From an optimization exercise on the open Yosys and OpenROAD flow, aimed at small area; shortcuts taken in it are not production practice. In this exercise RTL edits were held to simulation tests only and were not proved equivalent to the original. Power figures rest on the tool's default switching activity, not on a simulated workload.

// maquina_estados
module maquina_estados(
	input clk,
	input rst,
	input arriba,
	input abajo,
	input izquierda,
	input derecha,
	input pausa,
	output hsync,
	output vsync,
	output [2:0] RED,
	output [2:0] GREEN,
	output [1:0] BLUE
	);
	reg [2:0] bp;
	wire anyb = arriba | abajo | izquierda | derecha | pausa;
	wire [2:0] code = arriba ? 3'd1 : abajo ? 3'd2 : izquierda ? 3'd3 : derecha ? 3'd4 : 3'd5;
	always @(posedge clk)
		if (rst | ~anyb) bp <= 3'd0;
		else if (bp == 3'd0) bp <= code;
	reg [10:0] cnt;
	reg reset_r;           
	reg mover;
	reg [1:0] mode;        
	reg [1:0] dir;         
	reg [2:0] mem;         
	wire cnt_end = (cnt == 11'h33c);
	wire step = cnt_end & ~rst & ~reset_r;
	always @(posedge clk) begin
		if (rst | reset_r) cnt <= 11'h001;
		else if (cnt_end) cnt <= 11'h002;
		else cnt <= {cnt[9:0], cnt[10] ^ cnt[8]};
		mover <= step;
		if (rst | reset_r) begin
			mode <= 2'd0;
			mem <= 3'd0;
		end else if (step) begin
			mem <= bp;
			mode <= nmode;
			dir <= ndir;
		end
	end
	reg [1:0] nmode, ndir;
	always @(*) begin
  ...
For scale: about 1300 cells after synthesis, roughly 310 flip-flops, ~17 I/O pins, ~12000 µm² of cells after synthesis.
export LEC_CHECK = 0
export CAP_MARGIN = 20
export CORE_MARGIN = 2
export CORE_UTILIZATION = 70
export GPL_ROUTABILITY_DRIVEN = 1
export PLACE_DENSITY = 0.75
export SLEW_MARGIN = 20
create_clock -name core_clock -period 12.0 [get_ports {clk}]
standard.sh (not shown) runs the stock make flow with config.mk's settings and CLKGATE_MAP_FILE= SYNTH_SCRIPT=/design/flow/synth_recipe.tcl, a recipe that flattens the netlist after the stock synthesis.
==> flow/flow/run.sh <==
#!/bin/bash
# Layout flow: the standard flow (standard.sh) with three changes:
#  - synthesis maps the combinational logic with an area-oriented ABC script
#    (flow/abc_area.script) in place of ORFS's abc_speed.script; registers, synthesis
#    passes, flattening and renaming stay the standard ones (same synth_recipe.tcl);
#  - clock tree synthesis runs without dummy loads (flow/cts_args);
#  - every input and output port still gets its buffer, a buf_1 (flow/port_args).
# Each step's output goes to its own log in this folder (synth.log, layout.log).
set -euo pipefail
here=$(pwd)
rm -rf "$here/scripts_area"
cp -r "$FLOW_HOME/scripts" "$here/scripts_area"
cp "$here/flow/abc_area.script" "$here/scripts_area/abc_speed.script"
cts=$(tr '\n' ' ' < "$here/flow/cts_args")
ports=$(tr '\n' ' ' < "$here/flow/port_args")
sed "s#^make -C #make SCRIPTS_DIR=$here/scripts_area CTS_ARGS='$cts' BUFFER_PORTS_ARGS='$ports' -C #" standard.sh > std_mod.sh
grep -q "SCRIPTS_DIR=$here/scripts_area CTS_ARGS=" std_mod.sh
bash std_mod.sh synth > synth.log 2>&1
bash std_mod.sh > layout.log 2>&1
==> flow/flow/abc_area.script <==
&get -n
&st
&deepsyn -T 60
&dch -f
&nf -a -R 1000
&put
topo
stime -c
dnsize -c
==> flow/flow/cts_args <==
-sink_clustering_enable -repair_clock_nets -dont_use_dummy_load -sink_clustering_size 9 -sink_clustering_max_diameter 30 -buf_list sky130_fd_sc_hd__clkbuf_4
==> flow/flow/port_args <==
-buffer_cell sky130_fd_sc_hd__buf_1
The baseline ran to the end with no violations.
Rerun with:
==> flow/flow/cts_args (replaced) <==
-sink_clustering_enable -repair_clock_nets -dont_use_dummy_load -sink_clustering_size 28 -sink_clustering_max_diameter 50 -buf_list sky130_fd_sc_hd__clkbuf_16
The changed run went through all stages and came out clean.
Total power grows by 12%.
Sequential share of layout area went down by 1.1 points.
Wire length rises by 2.7%.
Cell count is lower by 1.6%.
Clock power goes up by 45%.
Rerun with:
==> flow/flow/cts_args (replaced) <==
-sink_clustering_enable -repair_clock_nets -dont_use_dummy_load -sink_clustering_size 10 -sink_clustering_max_diameter 40 -buf_list sky130_fd_sc_hd__clkbuf_4
The new run completed without violations.
Via count grows by 0.84%.
Setup slack gets better by 0.13 ns.
Total power shrinks by 13%.
Core utilization shrinks by 2.1 points.

## the reference run
Another version of the RTL of maquina_estados (not shown whole).
For scale: roughly 1,300 cells after synthesis, about 310 flip-flops, about 17 I/O pins, roughly 12,000 um2 of cells after synthesis.
==> flow/config.mk <==
export PLATFORM = sky130hd
export DESIGN_NAME = maquina_estados
export DESIGN_NICKNAME = maquina_estados
export VERILOG_FILES = /design/flow/design.v
export SDC_FILE = /design/flow/constraint.sdc
export NUM_CORES = 8
export LEC_CHECK = 0
export CAP_MARGIN = 20
export CORE_MARGIN = 2
export CORE_UTILIZATION = 70
export GPL_ROUTABILITY_DRIVEN = 1
export PLACE_DENSITY = 0.75
export SLEW_MARGIN = 20
==> flow/constraint.sdc <==
create_clock -name core_clock -period 12.0 [get_ports {clk}]
set_input_delay 2.4000 -clock core_clock [delete_from_list [all_inputs] [get_ports {clk}]]
set_output_delay 2.4000 -clock core_clock [all_outputs]
set_load 0.01 [all_outputs]
==> flow/flow/cts_args <==
-sink_clustering_enable -repair_clock_nets -dont_use_dummy_load -sink_clustering_size 8 -sink_clustering_max_diameter 35 -buf_list sky130_fd_sc_hd__clkbuf_4
Scripts as last shown in full above: flow/flow/run.sh, flow/flow/abc_area.script, flow/flow/port_args
diff inputs: the reference run => the trial run
==> flow/flow/cts_args <==
-sink_clustering_enable -repair_clock_nets -dont_use_dummy_load -sink_clustering_size 18 -sink_clustering_max_diameter 55 -buf_list sky130_fd_sc_hd__clkbuf_8
==> run summary <==
- Post-layout instance area: the trial run vs the reference run, no meaningful difference
- Global routing usage on met1 in the trial run is 0.17 points above the reference run.
- Higher worst path setup slack after routing goes to the reference run over the trial run.

maquina_estados, a different RTL version from the one above (not shown whole).
Size: ~1700 cells after synthesis, roughly 300 flip-flops, roughly 17 I/O pins, ~15000 um^2 of cells after synthesis.
Settings: LEC_CHECK=0, CAP_MARGIN=20, CORE_MARGIN=2, CORE_UTILIZATION=70, CTS_BUF_LIST=sky130_fd_sc_hd__clkbuf_4, GPL_ROUTABILITY_DRIVEN=1, PLACE_DENSITY=0.75, SLEW_MARGIN=20; clock period 12.0 ns.
run.sh (not shown) runs the stock make flow with config.mk's settings and CLKGATE_MAP_FILE= SYNTH_SCRIPT=/design/flow/synth_recipe.tcl, a recipe that flattens the netlist after the stock synthesis.
Stock flow here: none of the scripts above is used.
Rerun with:
CORE_UTILIZATION = 25   (was 70)
CTS_BUF_LIST = not set   (was sky130_fd_sc_hd__clkbuf_4)
PLACE_DENSITY = 0.4   (was 0.75)
Outcome:
- The new run produced a clean layout
- hold slack is better by 28 ps
- core utilization falls by 48 points
- power rose by roughly a tenth
- combinational power barely changes
- via count went down by a few percent
- cell count grows by about a fifth
- clock-buffer cell count went down by 61
- setup slack is better by 120 ps
- maximum frequency is higher by a few percent
- global-route usage fell by 20 points
Rerun with:
CORE_UTILIZATION = 50   (was 25)
CTS_BUF_LIST = sky130_fd_sc_hd__clkbuf_2 sky130_fd_sc_hd__clkbuf_4   (was not set)
CTS_CLUSTER_SIZE = 30   (was not set)
PLACE_DENSITY = 0.6   (was 0.4)
Effect: The new run produced a clean layout; global-route usage increases by 11 points; utilization rose by 26 points; hold slack is worse by 59 ps; combinational power drops by about 2%; via count went up by 2.3%; worst setup slack degrades by 89 ps; cell count shrinks by 13%; routed wire length shrinks by 11%; final area decreases by 4.8%; clock power is lower by 24%.

-- static timing again, ports no longer ideal --
The results above use ideal ports. As a check the final layouts listed here were re-extracted and re-timed, cells and wires unchanged. Step 1: set_driving_cell puts a clkbuf_16 on clk and a buf_2 on each other input, an assumption about the parent block. Step 2 times the ports against the registers' clock, not the clock port: input delays grow and output delays shrink by t, the midpoint of the rising clock arrivals with the driver on. Slacks: no drivers / after step 1 / after step 2; pairs: no drivers / after step 1.
run | shift t [ns] | setup WS [ns] | worst setup path after step 2 | pins driven straight from the clock port
the first run of note 1 | 0.681 | 5.943 / 5.943 / 5.943 | register to register | 1
the second run of note 1 | 0.566 | 5.842 / 5.842 / 5.842 | register to register | 1
the third run of note 1 | 0.666 | 5.971 / 5.971 / 5.971 | register to register | 1
the reference run | 0.674 | 6.020 / 6.020 / 6.020 | register to register | 1
the trial run | 0.596 | 5.975 / 5.975 / 5.975 | register to register | 1
the first run of note 3 | 0.740 | 6.244 / 6.204 / 6.943 | register to output | 1
the second run of note 3 | 0.616 | 6.367 / 6.307 / 6.923 | register to output | 1
the third run of note 3 | 0.794 | 6.278 / 6.230 / 7.024 | register to output | 1
After both steps every run listed still meets setup and hold.
